From an optimization exercise on the open Yosys and OpenROAD flow, aimed at small area and a short achievable clock period; shortcuts taken in it are not production practice.
Function was checked by simulation only, so behaviour that the tests miss may differ from the original.
No run shown here takes its clock network from TritonCTS; it comes from the design's own scripts or RTL.
No driver is modelled on the clock port, so clock power and skew are understated where the tree is cut down; a real chip needs a root buffer or a tree.
No activity file was given, so power comes from the tool's default toggle rates.

==> flow/design.v, too long to show whole: its modules and the start of the top module <==
// module mult_unsigned: 1512 lines
// module mult_pg: 4 lines
// module mult_fa: 4 lines
// module mult_ha: 4 lines
module mult_unsigned (
	input clk, rst,
	input [15:0] A,
	input [23:0] B,
	output [39:0] result
);
  // ...
==> flow/flow/run.sh <==
#!/bin/bash
# Layout flow: the standard synthesis unchanged, then the standard ORFS
# steps with plain buffers on the ports and the setup-repair target below.
set -euo pipefail
bash standard.sh synth > synth.log 2>&1
sed -e 's/SETUP_SLACK_MARGIN=[-0-9.]*/SETUP_SLACK_MARGIN=5.5/' standard.sh > layout.sh
export BUFFER_PORTS_ARGS="-buffer_cell sky130_fd_sc_hd__buf_1"
export PRE_CTS_TCL=$(pwd)/flow/manual_cts.tcl MCTS_LEAVES=14 MCTS_ROOTS=4 MCTS_CLASSES='r2:sky130_fd_sc_hd__dlygate4sd3_1 r3:sky130_fd_sc_hd__dlygate4sd3_1 r4:sky130_fd_sc_hd__dlygate4sd3_1'
bash layout.sh finish > layout.log 2>&1
==> flow/flow/manual_cts.tcl <==
# Two-level clock tree built by hand, in place of the flow's clock tree
# synthesis: the clock port drives a few root buffers; each root buffer drives
# the leaf buffers of its region, and each leaf buffer drives one cluster of
# flip-flops (k-means on their positions). Every register gets the same two
# buffer stages; no register's clock is delayed on purpose.
proc mcts_kmeans {pts k} {
  # pts: list of {x y}; returns {assign cx cy counts}
  set n [llength $pts]
  set sorted [lsort -real -index 0 $pts]
  set cx {}; set cy {}
  for {set i 0} {$i < $k} {incr i} {
    set s [lindex $sorted [expr {int(($i + 0.5) * $n / $k)}]]
    lappend cx [lindex $s 0]; lappend cy [lindex $s 1]
  }
  for {set iter 0} {$iter < 40} {incr iter} {
    set sx [lrepeat $k 0.0]; set sy [lrepeat $k 0.0]; set sc [lrepeat $k 0]
    set assign {}
    foreach s $pts {
      set best 0; set bd 1e30
      for {set i 0} {$i < $k} {incr i} {
        set d [expr {abs([lindex $s 0] - [lindex $cx $i]) + abs([lindex $s 1] - [lindex $cy $i])}]
        if {$d < $bd} { set bd $d; set best $i }
      }
      lappend assign $best
      lset sx $best [expr {[lindex $sx $best] + [lindex $s 0]}]
      lset sy $best [expr {[lindex $sy $best] + [lindex $s 1]}]
      lset sc $best [expr {[lindex $sc $best] + 1}]
    }
    for {set i 0} {$i < $k} {incr i} {
      if {[lindex $sc $i] > 0} {
        lset cx $i [expr {[lindex $sx $i] / [lindex $sc $i]}]
        lset cy $i [expr {[lindex $sy $i] / [lindex $sc $i]}]
      }
    }
  }
  return [list $assign $cx $cy $sc]
}

# capacity-limited assignment of points to centres (nearest first), with the
# centres moved to their points' mean, repeated
proc mcts_balance {pts cx cy cap} {
  set n [llength $pts]
  set k [llength $cx]
  for {set iter 0} {$iter < 10} {incr iter} {
    set pairs {}
    for {set l 0} {$l < $n} {incr l} {
      set p [lindex $pts $l]
      for {set r 0} {$r < $k} {incr r} {
        lappend pairs [list [expr {abs([lindex $p 0] - [lindex $cx $r]) + abs([lindex $p 1] - [lindex $cy $r])}] $l $r]
      }
    }
    set assign [lrepeat $n -1]
    set sc [lrepeat $k 0]
    foreach pr [lsort -real -index 0 $pairs] {
      lassign $pr d l r
      if {[lindex $assign $l] >= 0 || [lindex $sc $r] >= $cap} { continue }
      lset assign $l $r
      lset sc $r [expr {[lindex $sc $r] + 1}]
    }
    set sx [lrepeat $k 0.0]; set sy [lrepeat $k 0.0]
    for {set l 0} {$l < $n} {incr l} {
      set r [lindex $assign $l]
      lset sx $r [expr {[lindex $sx $r] + [lindex $pts $l 0]}]
      lset sy $r [expr {[lindex $sy $r] + [lindex $pts $l 1]}]
    }
    for {set r 0} {$r < $k} {incr r} {
      if {[lindex $sc $r] > 0} { lset cx $r [expr {[lindex $sx $r] / [lindex $sc $r]}]; lset cy $r [expr {[lindex $sy $r] / [lindex $sc $r]}] }
    }
  }
  return [list $assign $cx $cy $sc]
}

proc mcts_build {nleaf nroot} {
  set block [ord::get_db_block]
  set db [ord::get_db]
  set clknet [[$block findBTerm clk] getNet]
  set master [$db findMaster sky130_fd_sc_hd__clkbuf_16]
  set lmaster $master
  if {[info exists ::env(MCTS_LEAF_CELL)]} { set lmaster [$db findMaster $::env(MCTS_LEAF_CELL)] }
  # register classes: "prefix:cell+cell ..." puts the named delay cells in
  # front of the leaf buffers of the registers whose names start with prefix
  set classes {{"" {}}}
  if {[info exists ::env(MCTS_CLASSES)]} {
    foreach c $::env(MCTS_CLASSES) {
      lassign [split $c :] pre chain
      lappend classes [list $pre [split $chain +]]
    }
  }
  set sinks {}
  foreach it [$clknet getITerms] {
    set inst [$it getInst]
    set name [$inst getName]
    set cls 0
    for {set c 1} {$c < [llength $classes]} {incr c} {
      if {[string match "[lindex $classes $c 0]*" $name]} { set cls $c; break }
    }
    set loc [$inst getLocation]
    set m [$inst getMaster]
    lappend sinks [list $it $cls [expr {[lindex $loc 0] + [$m getWidth] / 2}] [expr {[lindex $loc 1] + [$m getHeight] / 2}]]
  }
  set n [llength $sinks]
  set cap [expr {int(ceil(double($n) / $nleaf))}]
  # leaf clusters, class by class
  set leaves {}
  set sink_leaf {}
  for {set c 0} {$c < [llength $classes]} {incr c} {
    set pts {}; set its {}
    foreach s $sinks {
      if {[lindex $s 1] == $c} { lappend pts [lrange $s 2 3]; lappend its [lindex $s 0] }
    }
    if {[llength $pts] == 0} { continue }
    set k [expr {max(1, int(ceil(double([llength $pts]) / $cap)))}]
    lassign [mcts_kmeans $pts $k] assign cx cy sc
    lassign [mcts_balance $pts $cx $cy [expr {int(ceil(double([llength $pts]) / $k))}]] assign cx cy sc
    set base [llength $leaves]
    for {set i 0} {$i < $k} {incr i} { lappend leaves [list [lindex $cx $i] [lindex $cy $i] $c [lindex $sc $i]] }
    set j 0
    foreach it $its { lappend sink_leaf [list $it [expr {$base + [lindex $assign $j]}]]; incr j }
  }
  set nl [llength $leaves]
  set lpts {}
  foreach l $leaves { lappend lpts [lrange $l 0 1] }
  lassign [mcts_kmeans $lpts $nroot] rassign rcx rcy rsc
  lassign [mcts_balance $lpts $rcx $rcy [expr {int(ceil(double($nl) / $nroot))}]] rassign rcx rcy rsc
  set rootnets {}
  for {set r 0} {$r < $nroot} {incr r} {
    if {[lindex $rsc $r] == 0} { lappend rootnets {}; continue }
    set root [odb::dbInst_create $block $master mcts_root_$r]
    $root setLocation [expr {int([lindex $rcx $r])}] [expr {int([lindex $rcy $r])}]
    $root setPlacementStatus PLACED
    [$root findITerm A] connect $clknet
    set rnet [odb::dbNet_create $block mcts_root_net_$r]
    $rnet setSigType CLOCK
    [$root findITerm X] connect $rnet
    lappend rootnets $rnet
  }
  set leafnets {}
  for {set i 0} {$i < $nl} {incr i} {
    lassign [lindex $leaves $i] x y c cnt
    set x [expr {int($x)}]; set y [expr {int($y)}]
    set drv [lindex $rootnets [lindex $rassign $i]]
    set d 0
    foreach cell [lindex $classes $c 1] {
      set dl [odb::dbInst_create $block [$db findMaster $cell] mcts_dly_${i}_$d]
      $dl setLocation $x $y
      $dl setPlacementStatus PLACED
      [$dl findITerm A] connect $drv
      set dnet [odb::dbNet_create $block mcts_dly_net_${i}_$d]
      $dnet setSigType CLOCK
      [$dl findITerm X] connect $dnet
      set drv $dnet
      incr d
    }
    set leaf [odb::dbInst_create $block $lmaster mcts_leaf_$i]
    $leaf setLocation $x $y
    $leaf setPlacementStatus PLACED
    [$leaf findITerm A] connect $drv
    set lnet [odb::dbNet_create $block mcts_leaf_net_$i]
    $lnet setSigType CLOCK
    [$leaf findITerm X] connect $lnet
    lappend leafnets $lnet
  }
  foreach sl $sink_leaf {
    set it [lindex $sl 0]
    $it disconnect
    $it connect [lindex $leafnets [lindex $sl 1]]
  }
  puts "manual clock tree: $n sinks, $nl leaf buffers, $nroot root buffers $rsc, classes $classes"
}

set mcts_leaves 10
set mcts_roots 3
if {[info exists ::env(MCTS_LEAVES)]} { set mcts_leaves $::env(MCTS_LEAVES) }
if {[info exists ::env(MCTS_ROOTS)]} { set mcts_roots $::env(MCTS_ROOTS) }
mcts_build $mcts_leaves $mcts_roots
set_propagated_clock [all_clocks]
# the tree is built: the flow's clock_tree_synthesis call becomes a no-op
rename clock_tree_synthesis mcts_orig_clock_tree_synthesis
proc clock_tree_synthesis {args} { puts "clock_tree_synthesis skipped: manual clock tree" }
==> flow/standard.sh <==
#!/bin/bash
# synth_recipe.tcl (not shown) runs the flow's synth.tcl, then flattens the netlist and writes it again
# the make line also repeats each setting of config.mk as NAME=value (left out here)
make -C /OpenROAD-flow-scripts/flow DESIGN_CONFIG=/design/flow/config.mk WORK_HOME=/design/flow/orfs CLKGATE_MAP_FILE= SYNTH_SCRIPT=/design/flow/synth_recipe.tcl "${@:-finish}"
==> flow/config.mk <==
export PLATFORM = sky130hd
export DESIGN_NAME = mult_unsigned
export DESIGN_NICKNAME = mult_unsigned
export VERILOG_FILES = /design/flow/design.v
export SDC_FILE = /design/flow/constraint.sdc
export NUM_CORES = 4
export LEC_CHECK = 0
export CAP_MARGIN = 20
export CORE_MARGIN = 2
export CORE_UTILIZATION = 40
export SETUP_SLACK_MARGIN = 5
export SLEW_MARGIN = 20
export SYNTH_HIERARCHICAL = 1
export SYNTH_MINIMUM_KEEP_SIZE = 0
==> flow/constraint.sdc <==
create_clock -name core_clock -period 8.0 [get_ports {clk}]
set_input_delay 1.6000 -clock core_clock [delete_from_list [all_inputs] [get_ports {clk}]]
set_output_delay 1.6000 -clock core_clock [all_outputs]
set_load 0.01 [all_outputs]
==> metrics.md, run 1 <==
| Metric | Value |
|---|---|
| Crit-path cells | `ha_4, ha_4, o211ai_4, a21oi_4, o21ai_4, o211ai_4, a31o_4, a21oi_4, o211ai_2, and3_1, a311o_1` |
| Worst Hold Launch | `r_neg[1]` |
| Startpoint types | `flop` |
| Layout cells sized above 1 | `between 20 and 25%` |
| Post-Synth Adder-Cell Area | `28.0%` |
| Antenna cell count | `0` |
| Max_slew headroom | `47.6%` |
| Crit-path max FO | `4` |
| Outcome | `finished clean` |
| M1 wire length | `around 17000 um` |
| Final setup viols | `0` |
| Top cells by count, synth | `xnor2_1, dfxtp_1, a22oi_1` |
| Power consumed by combinational cells | `around 3.2 mW` |
| Pint | `3.90 mW` |
| Overall global routing resource usage | `between 20 and 25%` |
| Most frequent cell after synthesis | `xnor2_1` |
| Largest family of logic cells by synthesized area | `adder cells` |
| Worst VDD drop | `between 0.2 and 0.25 mV` |
| FF+latch area | `roughly 5300 um2` |
| Sequential portion of the cell area | `31.5%` |
| Max reg flops | `79` |
| Synth Flop Type | `dfxtp_1` |
| Synth Area in Compound Gates | `~13%` |
| DRC | `0` |
| Initial antenna violation count | `0` |
| Met2 Resource Use GR | `32.7%` |
| Hold_ws | `124 ps` |
| Layout overhead on the synthesized area | `15.6%` |
| Clock-net power | `1.01 mW` |
| CP Buf/Inv Count | `0` |
| Final hold vios | `0` |
| Die Y | `roughly 200 um` |
| Simple-gate share of the synthesized area | `roughly 5.8%` |
| Dominant kind of cell | `multi-input combinational cells` |
| Tapcells | `468` |
| Routed WL per cell | `21.6 um` |
==> inputs of run 2 (changes only) <==
--- a/flow/flow/run.sh
+++ b/flow/flow/run.sh
@@ -4,5 +4,5 @@
 set -euo pipefail
 bash standard.sh synth > synth.log 2>&1
-sed -e 's/SETUP_SLACK_MARGIN=[-0-9.]*/SETUP_SLACK_MARGIN=5.5/' standard.sh > layout.sh
+sed -e 's/SETUP_SLACK_MARGIN=[-0-9.]*/SETUP_SLACK_MARGIN=5.3/' standard.sh > layout.sh
 export BUFFER_PORTS_ARGS="-buffer_cell sky130_fd_sc_hd__buf_1"
 export PRE_CTS_TCL=$(pwd)/flow/manual_cts.tcl MCTS_LEAVES=14 MCTS_ROOTS=4 MCTS_CLASSES='r2:sky130_fd_sc_hd__dlygate4sd3_1 r3:sky130_fd_sc_hd__dlygate4sd3_1 r4:sky130_fd_sc_hd__dlygate4sd3_1'
==> run 2 against run 1 <==
Net effect:
- still clean
- worst hold slack got worse by 43 ps
- critical endpoint is now r2[42]
- register-to-register slack worse by 140 ps
- largest cell class unchanged
- synthesized cell count stayed put
==> metrics.md, run 2 <==
| Metric | Value |
|---|---|
| Via Count | `9535 (was 9601)` |
| Post-synth top area share | `28.2% (unchanged)` |
| Layout Nets | `1555 (was 1569)` |
| Synth Area in XOR/XNOR | `14.0% (unchanged)` |
| Final hold vios | `0 (unchanged)` |
| Synth Flop Type | `dfxtp_1 (unchanged)` |
| Grt ovf | `0 (unchanged)` |
| Simple-gate share of the synthesized area | `5.81% (unchanged)` |
| Unrepaired setup endpoints after global routing | `yes (unchanged)` |
| Post-Synth Adder-Cell Area | `28.0% (unchanged)` |
| Max reg flops | `79 (unchanged)` |
| Routed WL per cell | `21.3 um (was 21.6 um)` |
| WS Path Type | `flop to flop (unchanged)` |
| Initial antenna violation count | `1 (was 0)` |
| Cell variety after synth | `49 (unchanged)` |
| Die Y | `196 um (unchanged)` |
| Die X | `196 um (unchanged)` |
| Avg Vias per Cell | `5.45 (was 5.44)` |
| Final worst slack | `5310 ps (was 5440 ps)` |
| GPL Wtd Cong | `0.834 (was 0.825)` |
| PwrDens | `363 nW/um2 (was 366 nW/um2)` |
| Sequential fraction of the synthesis area | `35.7% (unchanged)` |
| Seq cells post-synth | `251 (unchanged)` |
| Layout cells sized above 1 | `16.9% (was 21.6%)` |
| Outcome | `finished clean (unchanged)` |
| Global Route met1 Usage | `27.6% (was 28.6%)` |
| Critical path's slowest cell | `dfxtp_2 (unchanged)` |
| HP Class | `flop to flop (unchanged)` |
| Filler cell count in the final layout | `3325 (was 3287)` |
| Final setup viols | `0 (unchanged)` |
| LEAKAGE | `6.17 nW (was 6.25 nW)` |
| Max_slew headroom | `46.3% (was 47.6%)` |
| Fin crit share | `33.7% (was 32.0%)` |
| FF+latch area | `5300 um2 (was 5350 um2)` |
| Vias in the first global route | `10300 (was 10600)` |
| Core ar. | `36300 um2 (unchanged)` |
| Pre-CTS WS | `4460 ps (was 4480 ps)` |
| Top reg by flops | `r2 (unchanged)` |
| DRT iter0 DRCs | `743 (was 738)` |
| Post-synth top area cell | `dfxtp_1 (unchanged)` |
| Layout overhead on the synthesized area | `12.6% (was 15.6%)` |
| Grt met3 use | `3.35% (was 3.25%)` |
| Gate Count Post-Synth | `1253 (unchanged)` |
| Antenna cell count | `0 (unchanged)` |
| Area contributors post-synth | `dfxtp_1, fa_1, xnor2_1 (unchanged)` |
| Multi-input logic area | `9410 um2 (was 9620 um2)` |
| Delay-heaviest family, CP | `adder cells (was compound AO/OA/AOI/OAI gates)` |
| Crit path largest cell delay | `840 ps (was 330 ps)` |
| CP Capture Type | `flop (unchanged)` |
| Hpwl dp | `23500 um (was 23600 um)` |
| Synth Area in Compound Gates | `12.9% (unchanged)` |
| Max-cap violations | `0 (unchanged)` |
| Synthesized area | `14700 um2 (unchanged)` |
| Hold_ws | `81.0 ps (was 124 ps)` |
| Crit-path max FO | `24 (was 4)` |
| Row Count | `70 (unchanged)` |
| Startpoint types | `flop (unchanged)` |
| Final TNS setup | `0 ps (unchanged)` |
| Clk slew on worst S/H paths | `70 ps (was 100 ps)` |
| GR peak layer | `met2 (unchanged)` |
| Most frequent cell after synthesis | `xnor2_1 (unchanged)` |
| Async SR Flop Fraction | `17.5% (unchanged)` |
| Commonest non-fill, non-tap cell in the layout | `xnor2_1 (unchanged)` |
| Final Critical Period | `2690 ps (was 2560 ps)` |
| Clk_skew | `639 ps (was 664 ps)` |
| CP required | `8770 ps (was 8830 ps)` |
| Worst Tran Pin Value | `804 ps (was 784 ps)` |
| Largest net degree at the start of global routing | `52 (unchanged)` |
| DRC | `0 (unchanged)` |
| Largest family of logic cells by synthesized area | `adder cells (unchanged)` |
| Final WL | `37200 um (was 38100 um)` |
| Slew Limit Fails | `0 (unchanged)` |
| Cts hold-fix bufs | `0 (unchanged)` |
| CP arrival | `3460 ps (was 3390 ps)` |
| Crit-path cells | `a22oi_2, xnor2_1, fa_2, fa_2, fa_1, fa_1 (was ha_4, ha_4, o211ai_4, a21oi_4, o21ai_4, o211ai_4, a31o_4, a21oi_4, o211ai_2, and3_1, a311o_1)` |
| Post-synthesis mux area share | `0% (unchanged)` |
| Yosys warning count | `7 (unchanged)` |
| Worst VDD drop | `0.161 mV (was 0.204 mV)` |
| Number of synthesized flops with an enable pin | `0 (unchanged)` |
| Max Fclk | `371 MHz (was 391 MHz)` |
| Met2 Resource Use GR | `31.2% (was 32.7%)` |
| Initial Util | `40.4% (unchanged)` |
| Syn avg cell area | `11.7 um2 (unchanged)` |
| Port bufs | `81 (unchanged)` |
| Die area | `38200 um2 (unchanged)` |
| Later-pin clock latency in the skew report | `920 ps (about the same)` |
| # IOs | `82 (unchanged)` |
| First-pass GRT wire length | `58600 um (was 60400 um)` |
| Overall global routing resource usage | `19.5% (was 20.2%)` |
| Post-DRT Antenna Nets | `0 (unchanged)` |
| Initial DRT Pass Iterations | `5 (unchanged)` |
| Most frequent cells in the layout | `xnor2_1, dfxtp_1, fa_1, a22oi_1, buf_1 (was xnor2_1, dfxtp_1, a22oi_1, fa_1, buf_1)` |
| CP Buf/Inv Count | `0 (unchanged)` |
| Top cells by count, synth | `xnor2_1, dfxtp_1, a22oi_1 (unchanged)` |
[run 2: worst paths after layout]
| check | start | end | slack [ps] | cells past startpoint |
|---|---|---|---|---|
| max | r_two[0] | r2[42] | 5310 | 6 |
| min in group asynchronous | rst | r5[22] | 1420 | 3 |
| min reg2reg | r_neg[0] | r2[0] | 80 | 0 |
| max reg2reg | r_two[0] | r2[42] | 5310 | 6 |
| max in group asynchronous | rst | r5[0] | 6120 | 3 |
| min | r_neg[0] | r2[0] | 80 | 0 |
[run 2: repair_timing]
action / 4_1_cts / 5_1_grt
setup buffers: 4 / 3
hold endpoints to repair: 0 / 0
pin swaps: 4 / 11
resized for setup: 25 / 13
setup endpoints to repair: 39 / 20
[run 2: metrics by stage]
stage | instances | instance area (um2) | power (mW) | utilization [%]
after detailed placement | 1712 | 15700 | 4.95 | 43.3
after global placement | 1712 | 15700 | 4.87 | 43.3
after floorplan | 1253 | 15700 | 4.20 | -
after global routing | 1751 | 16500 | 6.54 | 45.5
after CTS | 1748 | 16500 | 6.03 | 45.3
final | 1751 | 16500 | 6.00 | 45.5
[run 2: worst reg2reg max path: stages (launching register included)]
cell and delay, ps:
dfxtp_2 840, a22oi_2 120, xnor2_1 270, fa_2 490
fa_2 400, fa_1 610, fa_1 460
[run 2: report_power, final]
| part | internal, mW | switching [mW] |
|---|---|---|
| Combinational | 1.42 | 1.58 |
| Clock | 0.539 | 0.475 |
| Sequential | 1.79 | 0.195 |
| Total | 3.75 | 2.25 |
[run 2: area by class of cell]
type / instances / area share (%)
multi-input cells: 869 / 56.9
flip-flops and latches: 251 / 32.1
plain buffers: 32 / 3.84
well taps: 468 / 3.54
repair buffers: 109 / 3.16
inverters: 22 / 0.500
[run 2: kinds of logic after synthesis]
group / Yosys count
DFF: 251
AOI/OAI and AO/OA: 249
xor gates and xnor gates: 235
adders and majority gates: 228
and+or+nand+nor: 155
buffers and inverters: 133
other: 2
[run 2: metal layers]
metal  up-vias  wire, um
met1      4877     16800
li1       4246         -
met3        51      2660
met5         -         0
met4         0       965
met2       361     16900
[run 2: per-module statistics from Yosys (local to each module, per instance)]
module | area (um2) | copies in the design | flops+latches | cells
mult_ha | 12.5 | 14 | 0 | 1
mult_fa | 20.0 | 168 | 0 | 1
mult_unsigned | 10600 | 1 | 251 | 1031
mult_pg | 12.5 | 40 | 0 | 1
==> inputs of run 3 (changes only) <==
==> flow/flow/run.sh (replaced) <==
#!/bin/bash
# Layout flow: the standard synthesis unchanged, then the standard ORFS
# steps with plain buffers on the ports and the setup-repair target below.
set -euo pipefail
bash standard.sh synth > synth.log 2>&1
sed -e 's/SETUP_SLACK_MARGIN=[-0-9.]*/SETUP_SLACK_MARGIN=5.58/' standard.sh > layout.sh
export BUFFER_PORTS_ARGS="-buffer_cell sky130_fd_sc_hd__buf_1"
export PRE_CTS_TCL=$(pwd)/flow/manual_cts.tcl MCTS_LEAVES=14 MCTS_ROOTS=4 MCTS_CLASSES='r2:sky130_fd_sc_hd__dlygate4sd3_1+sky130_fd_sc_hd__dlygate4sd1_1 r3:sky130_fd_sc_hd__dlygate4sd3_1+sky130_fd_sc_hd__dlygate4sd3_1' REMOVE_ABC_BUFFERS=1
bash layout.sh finish > layout.log 2>&1
==> run 3 against run 2 <==
Net effect:
- worst hold slack lost 21 ps
- combinational power is 3% lower
- critical path type is now flop to output port
- final cell count up 0.46%
- largest cell class unchanged
- die area stayed put
- flip-flop and latch count unchanged
- maximum frequency is 10% higher
- register-to-register slack improved by 350 ps
- still clean
==> metrics.md, run 3 <==
| Metric | Value |
|---|---|
| Post-placement cell area | `15300 um2 (was 15700 um2)` |
| Yosys warning count | `7 (unchanged)` |
| Initial Util | `40.4% (unchanged)` |
| Sequential share of power | `33.7% (was 33.1%)` |
| HP Class | `flop to flop (unchanged)` |
| Slew Limit Fails | `0 (unchanged)` |
| Avg Vias per Cell | `5.30 (was 5.45)` |
| Outcome | `finished clean (unchanged)` |
| Syn avg cell area | `11.7 um2 (unchanged)` |
| Clk_skew | `1170 ps (was 639 ps)` |
| Commonest non-fill, non-tap cell in the layout | `xnor2_1 (unchanged)` |
| CP Capture Type | `output port (was flop)` |
| Crit-path cells | `buf_6 (was a22oi_2, xnor2_1, fa_2, fa_2, fa_1, fa_1)` |
| Top cells by count, synth | `xnor2_1, dfxtp_1, a22oi_1 (unchanged)` |
| Layout overhead on the synthesized area | `10.3% (was 12.6%)` |
| Post-Synth Adder-Cell Area | `28.0% (unchanged)` |
| Startpoint types | `flop (unchanged)` |
| Overall global routing resource usage | `18.5% (was 19.5%)` |
| Clock network fraction of total power | `16.9% (about the same)` |
| Final Cell Area | `16200 um2 (was 16500 um2)` |
| WS Path Type | `flop to output port (was flop to flop)` |
| Grt ovf | `0 (unchanged)` |
| Hpwl dp | `21700 um (was 23500 um)` |
| Final TNS setup | `0 ps (unchanged)` |
| DRT iter0 DRCs | `841 (was 743)` |
| Unrepaired setup endpoints after global routing | `yes (unchanged)` |
| Worst Hold Launch | `rb[1] (was r_neg[0])` |
| Synth Flop Type | `dfxtp_1 (unchanged)` |
| Largest net degree at the start of global routing | `52 (unchanged)` |
| Max_slew headroom | `44.6% (was 46.3%)` |
| Post-layout util | `44.5% (was 45.5%)` |
| Post-synth top area share | `28.2% (unchanged)` |
| Post-DRT Antenna Nets | `0 (unchanged)` |
| Post-synthesis mux area share | `0% (unchanged)` |
| Max-cap violations | `0 (unchanged)` |
| Synthesized area | `14700 um2 (unchanged)` |
| Final setup viols | `0 (unchanged)` |
| Fin crit share | `30.6% (was 33.7%)` |
| Most frequent cells in the layout | `xnor2_1, a22oi_1, dfxtp_1, fa_1, buf_1 (was xnor2_1, dfxtp_1, fa_1, a22oi_1, buf_1)` |
| Row Count | `70 (unchanged)` |
| Max reg flops | `79 (unchanged)` |
| Synth Area in XOR/XNOR | `14.0% (unchanged)` |
| Top reg by flops | `r2 (unchanged)` |
| First-pass GRT wire length | `56300 um (was 58600 um)` |
| Post-synth top area cell | `dfxtp_1 (unchanged)` |
| Worst VDD drop | `0.159 mV (was 0.161 mV)` |
| Die area | `38200 um2 (unchanged)` |
| PwrDens | `366 nW/um2 (was 363 nW/um2)` |
| CP Buf/Inv Count | `1 (was 0)` |
| WHS Path Cells | `2 (was 0)` |
| Vias in the first global route | `9994 (was 10300)` |
| Async SR Flop Fraction | `17.5% (unchanged)` |
| Sw Ratio | `37.2% (was 37.5%)` |
| Number of synthesized flops with an enable pin | `0 (unchanged)` |
| R2R cell count | `6 (unchanged)` |
| Initial antenna violation count | `2 (was 1)` |
| Seq cells post-synth | `251 (unchanged)` |
| DRC | `0 (unchanged)` |
| CP required | `6400 ps (was 8770 ps)` |
| Die Y | `196 um (unchanged)` |
| Critical path's slowest cell | `dfrtp_1 (was dfxtp_2)` |
| Crit path largest cell delay | `400 ps (was 840 ps)` |
| Via Count | `9324 (was 9535)` |
| Routed WL per cell | `20.0 um (was 21.3 um)` |
| GPL Wtd Cong | `0.886 (was 0.834)` |
| Final Critical Period | `2450 ps (was 2690 ps)` |
| Pre-CTS WS | `4380 ps (was 4460 ps)` |
| Pint | `3.71 mW (was 3.75 mW)` |
| Layout cells sized above 1 | `9.63% (was 16.9%)` |
| Area contributors post-synth | `dfxtp_1, fa_1, xnor2_1 (unchanged)` |
| Final WL | `35100 um (was 37200 um)` |
| Worst Tran Pin Value | `831 ps (was 804 ps)` |
| Filler cell count in the final layout | `3376 (was 3325)` |
| Die X | `196 um (unchanged)` |
| Worst R2R Start | `rb[16] (was r_two[0])` |
| Sequential fraction of the synthesis area | `35.7% (unchanged)` |
| Crit-path max FO | `1 (was 24)` |
| Hold_ws | `60.5 ps (was 81.0 ps)` |
| Combinational fraction of design power | `49.4% (was 50.0%)` |
| CP arrival | `850 ps (was 3460 ps)` |
| Most frequent cell after synthesis | `xnor2_1 (unchanged)` |
| Core ar. | `36300 um2 (unchanged)` |
| Cell variety after synth | `49 (unchanged)` |
| Max Fclk | `408 MHz (was 371 MHz)` |
| # IOs | `82 (unchanged)` |
| Later-pin clock latency in the skew report | `1460 ps (was 920 ps)` |
| LEAKAGE | `6.27 nW (was 6.17 nW)` |
| Final hold vios | `0 (unchanged)` |
| Synth Area in Compound Gates | `12.9% (unchanged)` |
| Simple-gate share of the synthesized area | `5.81% (unchanged)` |
| Clk slew on worst S/H paths | `120 ps (was 70 ps)` |
| Largest family of logic cells by synthesized area | `adder cells (unchanged)` |
| Crit path depth | `1 (was 6)` |
| Final worst slack | `5550 ps (was 5310 ps)` |
| Initial DRT Pass Iterations | `5 (unchanged)` |
| Gate Count Post-Synth | `1253 (unchanged)` |
| Delay-heaviest family, CP | `flip-flops (was adder cells)` |
| Crit path from | `r5[38] (was r_two[0])` |
| Port bufs | `81 (unchanged)` |
| Switch Pwr | `2.20 mW (was 2.25 mW)` |
| Layout Nets | `1559 (was 1555)` |
run 3: layout make-up:
type	instances	area (um2)	share of cell area [%]
flip-flops and latches	251	5300	32.8
well taps	468	586	3.62
plain buffers	36	654	4.04
repair buffers	109	569	3.52
diodes	4	10.0	0.0618
inverters	22	83.8	0.518
multi-input cells	869	8980	55.5
run 3: power groups by stage:
stage	sequential [mW]	combinational [mW]	clock (mW)
final	1.99	2.92	1.00
after floorplan	2.00	2.08	0
after CTS	1.99	2.88	1.05
after global placement	2.01	2.78	0
after global routing	2.04	3.34	1.10
after detailed placement	2.02	2.84	0
run 3: worst min-delay path: stages, from the launching register on:
cell,delay (ps)
dfxtp_2,440
a22oi_1,250
xnor2_1,90
run 3: modules after synthesis (local to each module, per instance):
module | cells inside | cell area (um2) | flops+latches
mult_unsigned | 1031 | 10600 | 251
mult_fa | 1 | 20.0 | 0
mult_ha | 1 | 12.5 | 0
mult_pg | 1 | 12.5 | 0
run 3: worst paths after layout:
| path | to | slack (ps) |
|---|---|---|
| setup / recovery | result[38] | 5550 |
| hold / removal | r2[2] | 60 |
| setup reg to reg | r2[42] | 5660 |
| hold reg to reg | r2[2] | 60 |
| max in group asynchronous | v[3] | 6020 |
| min in group asynchronous | r5[10] | 1370 |
run 3: timing repair:
item,CTS,global route
hold endpoints to repair,1,2
pin swaps,2,9
buffers inserted,1,8
gates resized for setup,34,35
hold buffers,1,2
setup endpoints to repair,53,47
run 3: metal layers:
layer / global-route usage, % / vias to the layer above / part of all wire (%)
met5: 0 / - / 0
met4: 4.27 / 0 / 2.0
met3: 3.68 / 54 / 7.8
met2: 29.4 / 360 / 45
met1: 26.2 / 4653 / 45
li1: - / 4257 / -
run 3: kinds of logic after synthesis:
| group | count (synthesis) |
|---|---|
| adder cells (fa/ha/maj) | 228 |
| other | 2 |
| buffers and inverters | 133 |
| XOR/XNOR | 235 |
| flip-flops | 251 |
| AND/OR/NAND/NOR | 155 |
| AO/OA/AOI/OAI | 249 |
run 3: stage by stage:
step,total power [mW],std cells
after detailed placement,4.86,1707
after global routing,6.48,1756
after floorplan,4.08,1142
final,5.92,1759
after CTS,5.92,1745
after global placement,4.80,1707
==> inputs of run 4 (changes only) <==
==> flow/flow/run.sh (replaced) <==
#!/bin/bash
# Layout flow: the standard synthesis unchanged, then the standard ORFS
# steps with plain buffers on the ports and the setup-repair target below.
set -euo pipefail
bash standard.sh synth > synth.log 2>&1
sed -e 's/SETUP_SLACK_MARGIN=[-0-9.]*/SETUP_SLACK_MARGIN=5.58/' standard.sh > layout.sh
export BUFFER_PORTS_ARGS="-buffer_cell sky130_fd_sc_hd__buf_1"
export PRE_CTS_TCL=$(pwd)/flow/manual_cts.tcl MCTS_LEAVES=12 MCTS_ROOTS=4 MCTS_CLASSES='r2:sky130_fd_sc_hd__dlygate4sd3_1+sky130_fd_sc_hd__dlygate4sd1_1 r3:sky130_fd_sc_hd__dlygate4sd3_1+sky130_fd_sc_hd__dlygate4sd3_1' REMOVE_ABC_BUFFERS=1
bash layout.sh finish > layout.log 2>&1
==> run 4 against run 3 <==
Net effect:
- routed wire length shrank 0.38%
- maximum frequency grew 1.6%
- cell area shrank 0.63%
- worst hold slack lost 57 ps
- worst setup slack better by 39 ps
- critical path type unchanged
- largest cell class unchanged
==> metrics.md, run 4 <==
| Metric | Value |
|---|---|
| Hpwl dp | `21700 um (unchanged)` |
| Vias in the first global route | `9991 (was 9994)` |
| Layout Nets | `1554 (was 1559)` |
| Final WL | `35000 um (was 35100 um)` |
| # IOs | `82 (unchanged)` |
| Synthesized area | `14700 um2 (unchanged)` |
| Final setup viols | `0 (unchanged)` |
| Critical path's slowest cell | `dfrtp_1 (unchanged)` |
| Final TNS setup | `0 ps (unchanged)` |
| Most frequent cell after synthesis | `xnor2_1 (unchanged)` |
| Die Y | `196 um (unchanged)` |
| PwrDens | `360 nW/um2 (was 366 nW/um2)` |
| CP Capture Type | `output port (unchanged)` |
| Max Fclk | `415 MHz (was 408 MHz)` |
| Hold_ws | `3.95 ps (was 60.5 ps)` |
| Layout cells sized above 1 | `9.52% (was 9.63%)` |
| Crit path largest cell delay | `390 ps (was 400 ps)` |
| DRC | `0 (unchanged)` |
| CP arrival | `810 ps (was 850 ps)` |
| Filler cell count in the final layout | `3370 (was 3376)` |
| Final Critical Period | `2410 ps (was 2450 ps)` |
| Cell variety after synth | `49 (unchanged)` |
| Overall global routing resource usage | `18.5% (about the same)` |
| Startpoint types | `flop (unchanged)` |
| Final hold vios | `0 (unchanged)` |
| Post-synth top area share | `28.2% (unchanged)` |
| CP Buf/Inv Count | `1 (unchanged)` |
| Post-placement cell area | `15300 um2 (unchanged)` |
| Layout overhead on the synthesized area | `9.62% (was 10.3%)` |
| CP required | `6400 ps (about the same)` |
| Initial Util | `40.4% (unchanged)` |
| Initial antenna violation count | `1 (was 2)` |
| Sequential fraction of the synthesis area | `35.7% (unchanged)` |
| Initial DRT Pass Iterations | `6 (was 5)` |
| First-pass GRT wire length | `56100 um (was 56300 um)` |
| Delay-heaviest family, CP | `flip-flops (unchanged)` |
| Register-to-register setup slack | `5640 ps (was 5660 ps)` |
| Crit-path max FO | `1 (unchanged)` |
| Antenna cell count | `0 (was 4)` |
| Grt ovf | `0 (unchanged)` |
| Outcome | `finished clean (unchanged)` |
| WS Path Type | `flop to output port (unchanged)` |
| Die X | `196 um (unchanged)` |
| Clk_skew | `1180 ps (was 1170 ps)` |
| Top cells by count, synth | `xnor2_1, dfxtp_1, a22oi_1 (unchanged)` |
| Max reg flops | `79 (unchanged)` |
| Unrepaired setup endpoints after global routing | `yes (unchanged)` |
| Via Count | `9378 (was 9324)` |
| Routed WL per cell | `20.0 um (about the same)` |
| Largest net degree at the start of global routing | `52 (unchanged)` |
| Multi-input logic area | `8980 um2 (unchanged)` |
| GPL Wtd Cong | `0.886 (unchanged)` |
| Worst Tran Pin Value | `823 ps (was 831 ps)` |
| Async SR Flop Fraction | `17.5% (unchanged)` |
| Synth Flop Type | `dfxtp_1 (unchanged)` |
| Top reg by flops | `r2 (unchanged)` |
| Core ar. | `36300 um2 (unchanged)` |
| Commonest non-fill, non-tap cell in the layout | `xnor2_1 (unchanged)` |
| HP Class | `flop to flop (unchanged)` |
| Number of synthesized flops with an enable pin | `0 (unchanged)` |
| Gate Count Post-Synth | `1253 (unchanged)` |
| Die area | `38200 um2 (unchanged)` |
| Max_slew headroom | `45.2% (was 44.6%)` |
| Most frequent cells in the layout | `xnor2_1, a22oi_1, dfxtp_1, fa_1, buf_1 (unchanged)` |
| Seq cells post-synth | `251 (unchanged)` |
| Slew Limit Fails | `0 (unchanged)` |
| Crit-path cells | `clkbuf_2 (was buf_6)` |
| LEAKAGE | `6.22 nW (was 6.27 nW)` |
| Max-cap violations | `0 (unchanged)` |
| Fin crit share | `30.1% (was 30.6%)` |
| DRT iter0 DRCs | `820 (was 841)` |
| Yosys warning count | `7 (unchanged)` |
| Avg Vias per Cell | `5.36 (was 5.30)` |
| Post-DRT Antenna Nets | `0 (unchanged)` |
| Worst VDD drop | `0.140 mV (was 0.159 mV)` |
| FF+latch area | `5300 um2 (unchanged)` |
| Port bufs | `81 (unchanged)` |
| Row Count | `70 (unchanged)` |
| Area contributors post-synth | `dfxtp_1, fa_1, xnor2_1 (unchanged)` |
| Final Cell Area | `16100 um2 (was 16200 um2)` |
| Syn avg cell area | `11.7 um2 (unchanged)` |
| Clk slew on worst S/H paths | `100 ps (was 120 ps)` |
| Post-synth top area cell | `dfxtp_1 (unchanged)` |
| Later-pin clock latency in the skew report | `1460 ps (about the same)` |
==> run 4: cell count changes in the layout (fill, tap and decap cells not counted) <==
cell	previous run	this run
clkbuf_2	17	19
buf_2	0	1
dlygate4sd1_1	5	4
diode_2	4	0
buf_4	24	22
clkbuf_16	20	17
buf_1	61	59
==> run 4: worst register-to-register path, cell delays in order, from the launching register on <==
cell	delay [ps]
dfxtp_2	690
a22oi_1	210
xnor2_1	200
fa_1	490
fa_1	480
fa_1	470
fa_1	470
==> run 4: cell families after synthesis <==
family	count (synthesis)	share of synthesized area, %
buf+inv	133	3.40
compound gates	249	12.9
other cells	2	0.0512
xor+xnor	235	14.0
fa+ha+maj	228	28.0
simple gates	155	5.81
flops	251	35.7
==> run 4: layer usage <==
layer  up-vias  global-route usage, %  wire length (um)
met5         -                      0                 9
met4         2                   4.47               786
met3        60                   3.47              2840
met2       395                   29.3             15800
met1      4683                   26.1             15600
li1       4238                      -                 -
==> run 4: final cells by class <==
type / count / share of cell area (%)
flip-flops and latches: 251 / 33.0
plain buffers: 29 / 3.36
well taps: 468 / 3.64
inverters: 22 / 0.521
multi-input cells: 869 / 55.8
repair buffers: 111 / 3.68
==> run 4: through the flow <==
stage          setup WS [ps]  total power, mW  utilization [%]  instances
4_1_cts                 5560             5.79             43.8       1742
2_1_floorplan           4340             4.08                -       1142
6_report                5590             5.79             44.3       1750
5_1_grt                 5520             6.35             44.3       1750
3_3_place_gp            4420             4.80             42.0       1707
3_5_place_dp            4380             4.86             42.0       1707
==> run 4: timing repair <==
action	CTS	global route
setup endpoints to repair	43	45
resized for setup	33	38
hold buffers	4	2
endpoints found under the hold margin	4	2
buffers inserted	2	6
pin swaps	2	11
==> run 4: power breakdown <==
part	total, mW	switching, mW	internal (mW)
sequential	1.99	0.199	1.79
clock	0.881	0.430	0.450
combinational	2.92	1.54	1.38
==> run 4: Yosys stat by module, one instance, submodules excluded <==
| module | cells inside | copies in the design | flops+latches | cell area [um2] |
|---|---|---|---|---|
| mult_fa | 1 | 168 | 0 | 20.0 |
| mult_pg | 1 | 40 | 0 | 12.5 |
| mult_unsigned | 1031 | 1 | 251 | 10600 |
| mult_ha | 1 | 14 | 0 | 12.5 |
==> run 4: final timing paths <==
| kind | from | endpoint | cells after the start |
|---|---|---|---|
| max in group asynchronous | rst | v[3] | 2 |
| worst max-delay path | r5[8] | result[8] | 1 |
| worst max register to register | rb[12] | r2[49] | 6 |
| worst min-delay path | rb[1] | r2[2] | 2 |
| worst min register to register | rb[1] | r2[2] | 2 |
| min in group asynchronous | rst | r5[11] | 2 |
==> inputs of run 5 (changes only) <==
--- a/flow/config.mk
+++ b/flow/config.mk
@@ -9,4 +9,5 @@
 export CORE_MARGIN = 2
 export CORE_UTILIZATION = 40
+export HOLD_SLACK_MARGIN = 0.05
 export SETUP_SLACK_MARGIN = 5
 export SLEW_MARGIN = 20
==> run 5 against run 4 <==
Net effect:
- still clean on timing, DRC and antenna
- clock skew is 4.5 ps lower
- via count down 0.54%
- worst hold slack better by 4.1 ps
- clock power about the same
- worst setup slack worse by 0.77 ps
- sequential power barely moved
- cell area grew 0.19%
- routed wire length fell by 0.42%
- total power increased by 0.17%
- area after synthesis unchanged
- critical path depth unchanged
- critical endpoint unchanged
- largest power group unchanged
==> metrics.md, run 5 <==
| Metric | Value |
|---|---|
| Outcome | `finished clean (unchanged)` |
| Final Cell Area | `16100 um2 (about the same)` |
| Register-to-register setup slack | `5630 ps (was 5640 ps)` |
| Combinational fraction of design power | `50.5% (was 50.4%)` |
| Unrepaired setup endpoints after global routing | `yes (unchanged)` |
| Max Fclk | `415 MHz (about the same)` |
| Fin crit share | `30.1% (about the same)` |
| Clock network fraction of total power | `15.2% (about the same)` |
| DRC | `0 (unchanged)` |
| Crit-path cells | `clkbuf_2 (unchanged)` |
| Die X | `196 um (unchanged)` |
| Post-placement cell area | `15300 um2 (unchanged)` |
| Antenna cell count | `0 (unchanged)` |
| Sw Ratio | `37.5% (about the same)` |
| Synth Area in Compound Gates | `12.9% (unchanged)` |
| Worst Hold Launch | `rb[1] (unchanged)` |
| Final TNS setup | `0 ps (unchanged)` |
| Synth Flop Type | `dfxtp_1 (unchanged)` |
| HP Class | `flop to flop (unchanged)` |
| Filler cell count in the final layout | `3374 (was 3370)` |
| Delay-heaviest family, CP | `flip-flops (unchanged)` |
| Post-synth top area share | `28.2% (unchanged)` |
| Post-Synth Adder-Cell Area | `28.0% (unchanged)` |
| Multi-input logic area | `8980 um2 (unchanged)` |
| First-pass GRT wire length | `56300 um (was 56100 um)` |
| Post-layout util | `44.3% (about the same)` |
| Synthesized area | `14700 um2 (unchanged)` |
| Seq cells post-synth | `251 (unchanged)` |
| Most frequent cell after synthesis | `xnor2_1 (unchanged)` |
| R2R cell count | `6 (unchanged)` |
| FF+latch area | `5300 um2 (unchanged)` |
| Slew Limit Fails | `0 (unchanged)` |
| Sequential fraction of the synthesis area | `35.7% (unchanged)` |
| Largest net degree at the start of global routing | `52 (unchanged)` |
| Number of synthesized flops with an enable pin | `0 (unchanged)` |
| CP required | `6400 ps (about the same)` |
| Initial DRT Pass Iterations | `5 (was 6)` |
| End point of the worst hold path | `r2[2] (unchanged)` |
| Final WL | `34800 um (was 35000 um)` |
| Die area | `38200 um2 (unchanged)` |
| Layout Nets | `1557 (was 1554)` |
| Post-DRT Antenna Nets | `0 (unchanged)` |
| Startpoint types | `flop (unchanged)` |
| Core ar. | `36300 um2 (unchanged)` |
| Gate Count Post-Synth | `1253 (unchanged)` |
| Clk_skew | `1180 ps (about the same)` |
| Critical R2R Capture | `r2[49] (unchanged)` |
| Final Critical Period | `2410 ps (about the same)` |
| Clk slew on worst S/H paths | `100 ps (about the same)` |
| Row Count | `70 (unchanged)` |
| Max reg flops | `79 (unchanged)` |
| Pint | `3.62 mW (about the same)` |
| CP arrival | `810 ps (about the same)` |
| Overall global routing resource usage | `18.5% (about the same)` |
| Area contributors post-synth | `dfxtp_1, fa_1, xnor2_1 (unchanged)` |
| Max-cap violations | `0 (unchanged)` |
| Overall Power | `5.80 mW (was 5.79 mW)` |
| Initial Util | `40.4% (unchanged)` |
| Yosys warning count | `7 (unchanged)` |
| Cell variety after synth | `49 (unchanged)` |
| Most frequent cells in the layout | `xnor2_1, a22oi_1, dfxtp_1, fa_1, buf_1 (unchanged)` |
| Hpwl dp | `21700 um (unchanged)` |
| Vias in the first global route | `10000 (was 9991)` |
| Grt ovf | `0 (unchanged)` |
| Initial antenna violation count | `1 (unchanged)` |
| Worst R2R Start | `rb[12] (unchanged)` |
| Final hold vios | `0 (unchanged)` |
| WS Path Type | `flop to output port (unchanged)` |
| LEAKAGE | `6.24 nW (was 6.22 nW)` |
| Routed WL per cell | `19.9 um (was 20.0 um)` |
| Switch Pwr | `2.18 mW (was 2.17 mW)` |
| Commonest non-fill, non-tap cell in the layout | `xnor2_1 (unchanged)` |
| Post-synth top area cell | `dfxtp_1 (unchanged)` |
| Syn avg cell area | `11.7 um2 (unchanged)` |
| Layout overhead on the synthesized area | `9.82% (was 9.62%)` |
| Synth Area in XOR/XNOR | `14.0% (unchanged)` |
| CP Capture Type | `output port (unchanged)` |
| DRT iter0 DRCs | `896 (was 820)` |
| Later-pin clock latency in the skew report | `1450 ps (was 1460 ps)` |
| Top cells by count, synth | `xnor2_1, dfxtp_1, a22oi_1 (unchanged)` |
| PwrDens | `360 nW/um2 (about the same)` |
| Worst VDD drop | `0.140 mV (about the same)` |
| Port bufs | `81 (unchanged)` |
| Post-synthesis mux area share | `0% (unchanged)` |
| WHS Path Cells | `2 (unchanged)` |
| Async SR Flop Fraction | `17.5% (unchanged)` |
| Crit-path max FO | `1 (unchanged)` |
| Die Y | `196 um (unchanged)` |
| Critical path's slowest cell | `dfrtp_1 (unchanged)` |
| Final setup viols | `0 (unchanged)` |
| GPL Wtd Cong | `0.886 (unchanged)` |
| Crit path largest cell delay | `390 ps (about the same)` |
| Hold_ws | `8.01 ps (was 3.95 ps)` |
| Avg Vias per Cell | `5.32 (was 5.36)` |
| Top reg by flops | `r2 (unchanged)` |
| Layout cells sized above 1 | `9.49% (was 9.52%)` |
| # IOs | `82 (unchanged)` |
| Largest family of logic cells by synthesized area | `adder cells (unchanged)` |
| CP Buf/Inv Count | `1 (unchanged)` |
| Via Count | `9327 (was 9378)` |
| Sequential share of power | `34.3% (was 34.4%)` |
| Crit path depth | `1 (unchanged)` |
| Simple-gate share of the synthesized area | `5.81% (unchanged)` |
| Worst Tran Pin Value | `831 ps (was 823 ps)` |
| Max_slew headroom | `44.6% (was 45.2%)` |
run 5: cell counts after synthesis:
No cell type changed its count.
run 5: how the worst max path moves through the flow:
| stage | start | to |
|---|---|---|
| floorplan | r_neg[7] | r2[58] |
| global placement | r_one[0] | r2[42] |
| detailed placement | r_one[0] | r2[40] |
| CTS | r5[8] | result[8] |
| global route | r2[33] | r3[39] |
| finish | r5[8] | result[8] |
run 5: layout make-up:
class / instances / area share, %
plain buffers: 29 / 3.35
inverters: 22 / 0.520
multi-input cells: 869 / 55.7
flip-flops and latches: 251 / 32.9
well taps: 468 / 3.63
repair buffers: 114 / 3.86
run 5: routing by layer:
metal / GRT usage (%) / share of wire [%] / up-vias
met3: 3.54 / 8.3 / 52
met2: 29.5 / 45 / 363
li1: - / - / 4241
met4: 4.41 / 2.2 / 2
met5: 0 / 0.037 / -
met1: 26.1 / 45 / 4669
run 5: timing repair:
| action | CTS | global route |
|---|---|---|
| pin swaps | 2 | 11 |
| resized for setup | 33 | 38 |
| hold endpoints to repair | 5 | 1 |
| gates cloned | 0 | 0 |
| hold buffers | 8 | 1 |
| setup endpoints to repair | 43 | 45 |
| setup buffers | 2 | 6 |
run 5: kinds of logic (layout without fill, tap and decap cells):
group,count (synthesis),after routing
compound gates,249,249
xor+xnor,235,235
fa+ha+maj,228,228
buf+inv,133,165
flops,251,251
other cells,2,2
simple gates,155,155
run 5: power by group through the flow:
stage / combinational, mW / clock (mW) / sequential [mW]
2_1_floorplan: 2.08 / 0 / 2.00
3_3_place_gp: 2.78 / 0 / 2.01
3_5_place_dp: 2.84 / 0 / 2.02
4_1_cts: 2.89 / 0.916 / 1.99
5_1_grt: 3.34 / 0.971 / 2.04
6_report: 2.93 / 0.881 / 1.99
run 5: Yosys stat by module (local to each module, per instance):
module         cells  flip-flops and latches  area [um2]  times used
mult_unsigned   1031                     251       10600           1
mult_fa            1                       0        20.0         168
mult_ha            1                       0        12.5          14
mult_pg            1                       0        12.5          40
run 5: per-stage QoR:
step | setup slack (ps) | instances
2_1_floorplan | 4340 | 1142
3_3_place_gp | 4420 | 1707
3_5_place_dp | 4380 | 1707
4_1_cts | 5560 | 1746
5_1_grt | 5520 | 1753
6_report | 5590 | 1753
==> inputs of run 6 (changes only) <==
==> flow/flow/run.sh (replaced) <==
#!/bin/bash
# Layout flow: the standard synthesis unchanged, then the standard ORFS
# steps with plain buffers on the ports and the setup-repair target below.
set -euo pipefail
bash standard.sh synth > synth.log 2>&1
sed -e 's/SETUP_SLACK_MARGIN=[-0-9.]*/SETUP_SLACK_MARGIN=5.58/' standard.sh > layout.sh
export BUFFER_PORTS_ARGS="-buffer_cell sky130_fd_sc_hd__buf_1"
export PRE_CTS_TCL=$(pwd)/flow/manual_cts.tcl MCTS_LEAVES=14 MCTS_ROOTS=4 MCTS_CLASSES='r2:sky130_fd_sc_hd__dlygate4sd3_1+sky130_fd_sc_hd__dlygate4sd1_1 r3:sky130_fd_sc_hd__dlygate4sd3_1+sky130_fd_sc_hd__dlygate4sd3_1 r4:sky130_fd_sc_hd__dlygate4sd3_1+sky130_fd_sc_hd__dlygate4sd3_1' REMOVE_ABC_BUFFERS=1
bash layout.sh finish > layout.log 2>&1
--- a/flow/config.mk
+++ b/flow/config.mk
@@ -9,5 +9,4 @@
 export CORE_MARGIN = 2
 export CORE_UTILIZATION = 40
-export HOLD_SLACK_MARGIN = 0.05
 export SETUP_SLACK_MARGIN = 5
 export SLEW_MARGIN = 20
==> run 6 against run 5 <==
Net effect:
- combinational power hardly changed
- still clean on timing, DRC and antenna
- critical path type unchanged
- core utilization is 0.21 points higher
- worst hold slack better by 47 ps
- routed wire length is 1.1% higher
- largest cell class unchanged
- critical path depth stayed put
==> metrics.md, run 6 <==
| Metric | Value |
|---|---|
| Post-synth top area cell | `dfxtp_1 (unchanged)` |
| Core ar. | `36300 um2 (unchanged)` |
| Initial DRT Pass Iterations | `6 (was 5)` |
| Synth Area in XOR/XNOR | `14.0% (unchanged)` |
| Delay-heaviest family, CP | `flip-flops (unchanged)` |
| Multi-input logic area | `8950 um2 (was 8980 um2)` |
| Outcome | `finished clean (unchanged)` |
| PwrDens | `368 nW/um2 (was 360 nW/um2)` |
| Gate Count Post-Synth | `1253 (unchanged)` |
| Crit path largest cell delay | `370 ps (was 390 ps)` |
| Cell variety after synth | `49 (unchanged)` |
| # IOs | `82 (unchanged)` |
| Critical path's slowest cell | `dfrtp_1 (unchanged)` |
| Layout cells sized above 1 | `8.75% (was 9.49%)` |
| Final WL | `35200 um (was 34800 um)` |
| Startpoint types | `flop (unchanged)` |
| Overall Power | `5.96 mW (was 5.80 mW)` |
| Top reg by flops | `r2 (unchanged)` |
| Area contributors post-synth | `dfxtp_1, fa_1, xnor2_1 (unchanged)` |
| Synthesized area | `14700 um2 (unchanged)` |
| Port bufs | `81 (unchanged)` |
| Worst R2R Start | `rb[12] (unchanged)` |
| Simple-gate share of the synthesized area | `5.81% (unchanged)` |
| Layout Nets | `1564 (was 1557)` |
| Crit path from | `r5[15] (was r5[8])` |
| FF+latch area | `5300 um2 (about the same)` |
| Clk slew on worst S/H paths | `90 ps (was 100 ps)` |
| Worst VDD drop | `0.154 mV (was 0.140 mV)` |
| Syn avg cell area | `11.7 um2 (unchanged)` |
| Via Count | `9382 (was 9327)` |
| Sequential fraction of the synthesis area | `35.7% (unchanged)` |
| Vias in the first global route | `10100 (was 10000)` |
| Hpwl dp | `21700 um (unchanged)` |
| Crit-path max FO | `1 (unchanged)` |
| DRC | `0 (unchanged)` |
| Most frequent cell after synthesis | `xnor2_1 (unchanged)` |
| Fin crit share | `30.3% (was 30.1%)` |
| Die X | `196 um (unchanged)` |
| Clk_skew | `1190 ps (was 1180 ps)` |
| Post-layout util | `44.6% (was 44.3%)` |
| WS Path Type | `flop to output port (unchanged)` |
| Async SR Flop Fraction | `17.5% (unchanged)` |
| GPL Wtd Cong | `0.886 (unchanged)` |
| Overall global routing resource usage | `18.7% (was 18.5%)` |
| Top cells by count, synth | `xnor2_1, dfxtp_1, a22oi_1 (unchanged)` |
| Die area | `38200 um2 (unchanged)` |
| Initial antenna violation count | `1 (unchanged)` |
| Post-synthesis mux area share | `0% (unchanged)` |
| Number of synthesized flops with an enable pin | `0 (unchanged)` |
| Hold_ws | `54.7 ps (was 8.01 ps)` |
| Commonest non-fill, non-tap cell in the layout | `xnor2_1 (unchanged)` |
| Routed WL per cell | `20.0 um (was 19.9 um)` |
| Filler cell count in the final layout | `3372 (was 3374)` |
| Worst Hold Launch | `r_two[0] (was rb[1])` |
| Seq cells post-synth | `251 (unchanged)` |
| Row Count | `70 (unchanged)` |
| Final setup viols | `0 (unchanged)` |
| Layout overhead on the synthesized area | `10.3% (was 9.82%)` |
| Max Fclk | `413 MHz (was 415 MHz)` |
| CP Capture Type | `output port (unchanged)` |
| Post-synth top area share | `28.2% (unchanged)` |
| Initial Util | `40.4% (unchanged)` |
| Max_slew headroom | `44.7% (was 44.6%)` |
| Later-pin clock latency in the skew report | `1450 ps (about the same)` |
| CP arrival | `820 ps (was 810 ps)` |
| CP required | `6400 ps (about the same)` |
| LEAKAGE | `6.27 nW (was 6.24 nW)` |
| DRT iter0 DRCs | `753 (was 896)` |
| Yosys warning count | `7 (unchanged)` |
| Post-Synth Adder-Cell Area | `28.0% (unchanged)` |
| Post-DRT Antenna Nets | `0 (unchanged)` |
| Final Critical Period | `2420 ps (was 2410 ps)` |
| Crit-path cells | `clkbuf_2 (unchanged)` |
| Synth Flop Type | `dfxtp_1 (unchanged)` |
| Unrepaired setup endpoints after global routing | `yes (unchanged)` |
| Avg Vias per Cell | `5.33 (was 5.32)` |
| Max-cap violations | `0 (unchanged)` |
| Max reg flops | `79 (unchanged)` |
| Largest net degree at the start of global routing | `52 (unchanged)` |
| Worst Tran Pin Value | `829 ps (was 831 ps)` |
| Synth Area in Compound Gates | `12.9% (unchanged)` |
| Grt ovf | `0 (unchanged)` |
| Most frequent cells in the layout | `xnor2_1, a22oi_1, dfxtp_1, fa_1, buf_1 (unchanged)` |
| Final hold vios | `0 (unchanged)` |
| Slew Limit Fails | `0 (unchanged)` |
| CP Buf/Inv Count | `1 (unchanged)` |
| First-pass GRT wire length | `56700 um (was 56300 um)` |
| HP Class | `flop to flop (unchanged)` |
| Die Y | `196 um (unchanged)` |
| Largest family of logic cells by synthesized area | `adder cells (unchanged)` |
| Final TNS setup | `0 ps (unchanged)` |
## run 6: cell counts after synthesis
Identical to the previous run, type by type.
## run 6: tightest hold or removal path, cell delays in order, from the launching register on
cell     delay (ps)
dfxtp_4         460
a22oi_1         210
xnor2_1          90
## run 6: final cells by class
cell class | count | area share (%)
inverter | 22 | 0.518
timing repair buffer | 107 | 3.28
buffer | 43 | 4.57
sequential | 251 | 32.7
tap | 468 | 3.62
multi-input combinational | 869 | 55.3
antenna | 1 | 0.0155
## run 6: layer usage
metal / vias to the layer above / track usage [%] / wire length [um]
met5: - / 0 / 0
met4: 0 / 4.78 / 758
met3: 60 / 3.71 / 2730
met2: 376 / 29.7 / 16000
met1: 4681 / 26.2 / 15800
li1: 4265 / - / -
## run 6: logic make-up (layout without fill, tap and decap cells)
logic type	Yosys count	after routing
compound gates	249	249
flops	251	251
other cells	2	3
buf+inv	133	172
xor+xnor	235	235
fa+ha+maj	228	228
simple gates	155	155
## run 6: what timing repair did
item                                    CTS  global route
endpoints found under the hold margin     1             2
pin swaps                                 0             6
endpoints found under the setup margin   50            42
setup buffers                             0             7
hold buffers                              1             2
resized for setup                        32            22
## run 6: metrics by stage
stage,setup WS [ps],std cells,area (um2)
5_1_grt,5540,1761,16200
6_report,5580,1761,16200
4_1_cts,5550,1751,16100
2_1_floorplan,4340,1142,14300
3_3_place_gp,4420,1707,15300
3_5_place_dp,4380,1707,15300
## run 6: per-module statistics from Yosys, one instance, submodules excluded
module,cells,copies in the design,cell area [um2]
mult_ha,1,14,12.5
mult_fa,1,168,20.0
mult_unsigned,1031,1,10600
mult_pg,1,40,12.5
## run 6: path summary, 6_finish.rpt
kind | slack, ps | endpoint | cells past startpoint
setup reg to reg | 5650 | r2[49] | 6
max in group asynchronous | 6010 | v[3] | 2
hold / removal | 50 | r2[2] | 2
min in group asynchronous | 1380 | r5[10] | 2
setup / recovery | 5580 | result[15] | 1
hold reg to reg | 50 | r2[2] | 2
## run 6: report_power, final
group          switching [mW]  leakage (nW)  internal, mW
Combinational            1.54          3.60          1.37
Sequential              0.199          2.31          1.79
Clock                   0.470         0.359         0.598
==> inputs of run 7 (changes only) <==
--- a/flow/flow/run.sh
+++ b/flow/flow/run.sh
@@ -4,5 +4,5 @@
 set -euo pipefail
 bash standard.sh synth > synth.log 2>&1
-sed -e 's/SETUP_SLACK_MARGIN=[-0-9.]*/SETUP_SLACK_MARGIN=5.58/' standard.sh > layout.sh
+sed -e 's/SETUP_SLACK_MARGIN=[-0-9.]*/SETUP_SLACK_MARGIN=5.5/' standard.sh > layout.sh
 export BUFFER_PORTS_ARGS="-buffer_cell sky130_fd_sc_hd__buf_1"
 export PRE_CTS_TCL=$(pwd)/flow/manual_cts.tcl MCTS_LEAVES=14 MCTS_ROOTS=4 MCTS_CLASSES='r2:sky130_fd_sc_hd__dlygate4sd3_1+sky130_fd_sc_hd__dlygate4sd1_1 r3:sky130_fd_sc_hd__dlygate4sd3_1+sky130_fd_sc_hd__dlygate4sd3_1 r4:sky130_fd_sc_hd__dlygate4sd3_1+sky130_fd_sc_hd__dlygate4sd3_1' REMOVE_ABC_BUFFERS=1
==> run 7 against run 6 <==
Net effect:
- synthesized cell count unchanged
- cell area decreased by 0.42%
- clock skew shrank 1.3 ps
- global-route usage is essentially flat
- sequential power about the same
- largest cell class unchanged
- still clean
- critical path type is now flop to flop
- combinational power shrank 1%
==> metrics.md, run 7 <==
| Metric | Value |
|---|---|
| Worst VDD drop | `0.154 mV (about the same)` |
| Unrepaired setup endpoints after global routing | `yes (unchanged)` |
| Syn avg cell area | `11.7 um2 (unchanged)` |
| Most frequent cells in the layout | `xnor2_1, a22oi_1, dfxtp_1, fa_1, buf_1 (unchanged)` |
| Vias in the first global route | `10100 (about the same)` |
| Slew Limit Fails | `0 (unchanged)` |
| Combinational fraction of design power | `48.3% (was 48.7%)` |
| Post-DRT Antenna Nets | `0 (unchanged)` |
| Yosys warning count | `7 (unchanged)` |
| Port bufs | `81 (unchanged)` |
| GPL Wtd Cong | `0.886 (unchanged)` |
| Row Count | `70 (unchanged)` |
| Largest net degree at the start of global routing | `52 (unchanged)` |
| CP Capture Type | `flop (was output port)` |
| CP arrival | `3400 ps (was 820 ps)` |
| Critical path's slowest cell | `dfxtp_2 (was dfrtp_1)` |
| Most frequent cell after synthesis | `xnor2_1 (unchanged)` |
| Layout overhead on the synthesized area | `9.86% (was 10.3%)` |
| Outcome | `finished clean (unchanged)` |
| CP required | `8940 ps (was 6400 ps)` |
| Final hold vios | `0 (unchanged)` |
| Gate Count Post-Synth | `1253 (unchanged)` |
| Grt ovf | `0 (unchanged)` |
| PwrDens | `367 nW/um2 (was 368 nW/um2)` |
| Die Y | `196 um (unchanged)` |
| Switch Pwr | `2.19 mW (was 2.20 mW)` |
| Initial Util | `40.4% (unchanged)` |
| Crit-path cells | `a22oi_1, xnor2_1, fa_1, fa_1, fa_1, fa_1 (was clkbuf_2)` |
| Final WL | `35000 um (was 35200 um)` |
| Synth Flop Type | `dfxtp_1 (unchanged)` |
| First-pass GRT wire length | `56600 um (was 56700 um)` |
| Final TNS setup | `0 ps (unchanged)` |
| Clock network fraction of total power | `18.1% (was 17.9%)` |
| Initial DRT Pass Iterations | `5 (was 6)` |
| Core ar. | `36300 um2 (unchanged)` |
| # IOs | `82 (unchanged)` |
| Post-synth top area cell | `dfxtp_1 (unchanged)` |
| Synth Area in XOR/XNOR | `14.0% (unchanged)` |
| Max_slew headroom | `44.5% (was 44.7%)` |
| Sw Ratio | `36.9% (was 37.0%)` |
| WS Path Type | `flop to flop (was flop to output port)` |
| Startpoint types | `flop (unchanged)` |
| Clk slew on worst S/H paths | `70 ps (was 90 ps)` |
| Fin crit share | `30.7% (was 30.3%)` |
| Hold_ws | `29.3 ps (was 54.7 ps)` |
| Post-Synth Adder-Cell Area | `28.0% (unchanged)` |
| Crit path largest cell delay | `750 ps (was 370 ps)` |
| Seq cells post-synth | `251 (unchanged)` |
| Routed WL per cell | `19.9 um (was 20.0 um)` |
| Sequential fraction of the synthesis area | `35.7% (unchanged)` |
| Sequential share of power | `33.6% (was 33.4%)` |
| Max Fclk | `407 MHz (was 413 MHz)` |
| DRC | `0 (unchanged)` |
| Clk_skew | `1190 ps (about the same)` |
| Max reg flops | `79 (unchanged)` |
| Via Count | `9347 (was 9382)` |
| Top reg by flops | `r2 (unchanged)` |
| Pint | `3.73 mW (was 3.76 mW)` |
| Overall global routing resource usage | `18.7% (about the same)` |
| Async SR Flop Fraction | `17.5% (unchanged)` |
| Post-synthesis mux area share | `0% (unchanged)` |
| Synthesized area | `14700 um2 (unchanged)` |
| Crit-path max FO | `24 (was 1)` |
| Max-cap violations | `0 (unchanged)` |
| Post-synth top area share | `28.2% (unchanged)` |
| Later-pin clock latency in the skew report | `1450 ps (about the same)` |
| Layout cells sized above 1 | `7.60% (was 8.75%)` |
| Largest family of logic cells by synthesized area | `adder cells (unchanged)` |
| Cell mode on critical path | `fa_1` |
| Number of synthesized flops with an enable pin | `0 (unchanged)` |
| Avg Vias per Cell | `5.32 (was 5.33)` |
| HP Class | `flop to flop (unchanged)` |
| Commonest non-fill, non-tap cell in the layout | `xnor2_1 (unchanged)` |
| Final setup viols | `0 (unchanged)` |
| Area contributors post-synth | `dfxtp_1, fa_1, xnor2_1 (unchanged)` |
| Synth Area in Compound Gates | `12.9% (unchanged)` |
| Layout Nets | `1561 (was 1564)` |
| Die X | `196 um (unchanged)` |
| Initial antenna violation count | `1 (unchanged)` |
| DRT iter0 DRCs | `822 (was 753)` |
| Cell variety after synth | `49 (unchanged)` |
| Top cells by count, synth | `xnor2_1, dfxtp_1, a22oi_1 (unchanged)` |
| Final Critical Period | `2460 ps (was 2420 ps)` |
| LEAKAGE | `6.21 nW (was 6.27 nW)` |
| Hpwl dp | `21700 um (unchanged)` |
| Simple-gate share of the synthesized area | `5.81% (unchanged)` |
| Die area | `38200 um2 (unchanged)` |
| Worst Tran Pin Value | `833 ps (was 829 ps)` |
| Overall Power | `5.92 mW (was 5.96 mW)` |
[run 7: cell types whose count changed in the layout (fill, tap and decap cells not counted), sizes merged]
cell / delta
buf: +9
clkbuf: -11
dlygate4sd3: -1
[run 7: logic make-up after synthesis]
| family | Yosys count |
|---|---|
| flops | 251 |
| compound gates | 249 |
| xor+xnor | 235 |
| fa+ha+maj | 228 |
| simple gates | 155 |
| buf+inv | 133 |
| other cells | 2 |
[run 7: Yosys stat by module, one instance, submodules excluded]
module / times used / flip-flops and latches
mult_unsigned: 1 / 251
mult_ha: 14 / 0
mult_fa: 168 / 0
mult_pg: 40 / 0
[run 7: area by class of cell]
type	count	area, um2
plain buffers	43	739
inverters	22	83.8
fillers	3367	20200
well taps	468	586
repair buffers	104	485
flip-flops and latches	251	5290
diodes	1	2.50
multi-input cells	869	8940
[run 7: worst max-delay path, delay by kind of cell (launching register included)]
family | cells | cell delay, ps
flip-flops | 1 | 750
adder cells (fa/ha/maj) | 4 | 1920
AO/OA/AOI/OAI | 1 | 200
XOR/XNOR | 1 | 210
[run 7: path summary, 6_finish.rpt]
path	startpoint	end	slack (ps)	cells after the start
setup / recovery	r_two[0]	r2[40]	5540	6
hold / removal	r_one[1]	r2[3]	30	2
setup reg to reg	r_two[0]	r2[40]	5540	6
hold reg to reg	r_one[1]	r2[3]	30	2
max in group asynchronous	rst	v[3]	6000	2
min in group asynchronous	rst	r5[10]	1380	2
[run 7: repair_timing]
item | in CTS | in global routing
gates resized for setup | 23 | 10
hold buffers | 1 | 1
pin swaps | 0 | 4
setup buffers | 0 | 5
setup endpoints to repair | 37 | 32
hold endpoints to repair | 1 | 1
[run 7: through the flow]
step | setup slack [ps] | cell area, um2 | utilization [%] | cells
2_1_floorplan | 4340 | 14300 | - | 1142
3_3_place_gp | 4420 | 15300 | 42.0 | 1707
3_5_place_dp | 4380 | 15300 | 42.0 | 1707
4_1_cts | 5490 | 16100 | 44.2 | 1751
5_1_grt | 5480 | 16100 | 44.4 | 1758
6_report | 5540 | 16100 | 44.4 | 1758
[run 7: per-layer routing]
metal  share of wire (%)  global-route usage, %  vias up
met2                  45                   29.6      387
met4                 2.2                   4.89        0
met1                  44                   26.2     4641
met3                 8.3                   3.63       64
li1                    -                      -     4255
met5                   0                      0        -
[run 7: power by group through the flow]
stage,Clock [mW],Combinational (mW),Sequential (mW)
after floorplan,0,2.08,2.00
after global placement,0,2.78,2.01
after detailed placement,0,2.84,2.02
after CTS,1.13,2.86,1.99
after global routing,1.18,3.28,2.04
final,1.07,2.86,1.99

[re-timing with driven ports]
Ports are ideal in the flow. The routed layouts listed here were re-timed in OpenROAD.
Step 1: set_driving_cell puts a clkbuf_16 on clk and a buf_2 on each other input, an assumption about the parent block.
Step 2, shift: input delay + t, output delay - t, t = (earliest + latest rising clock arrival at the registers) / 2. This alone moves slack from input paths to output paths.
a / b / c = ideal / step 1 / step 2; a / b = the first two.
run | t (ns) | setup WS [ns] | worst setup path at the end | latest minus earliest clock arrival (ns)
run 1 | 0.715 | 5.444 / 5.444 / 5.425 | input, reset recovery | 0.674 / 0.675
run 2 | 0.737 | 5.305 / 5.305 / 5.305 | register to register | 0.661 / 0.660
run 3 | 0.970 | 5.550 / 5.449 / 5.133 | input, reset recovery | 1.184 / 1.184
run 4 | 0.984 | 5.589 / 5.474 / 5.152 | input, reset recovery | 1.188 / 1.187
run 5 | 0.982 | 5.588 / 5.472 / 5.146 | input, reset recovery | 1.184 / 1.185
run 6 | 0.976 | 5.580 / 5.463 / 5.128 | input, reset recovery | 1.194 / 1.193
run 7 | 0.975 | 5.544 / 5.469 / 5.124 | input, reset recovery | 1.192 / 1.192
Clock arrivals are far apart in every run listed, so t is only a midpoint there and step 2 fits no single register. The setup slack of run 6, which loses most, moves by -0.117 ns with the drivers and by -0.452 ns with both steps. Setup slack includes reset recovery checks.
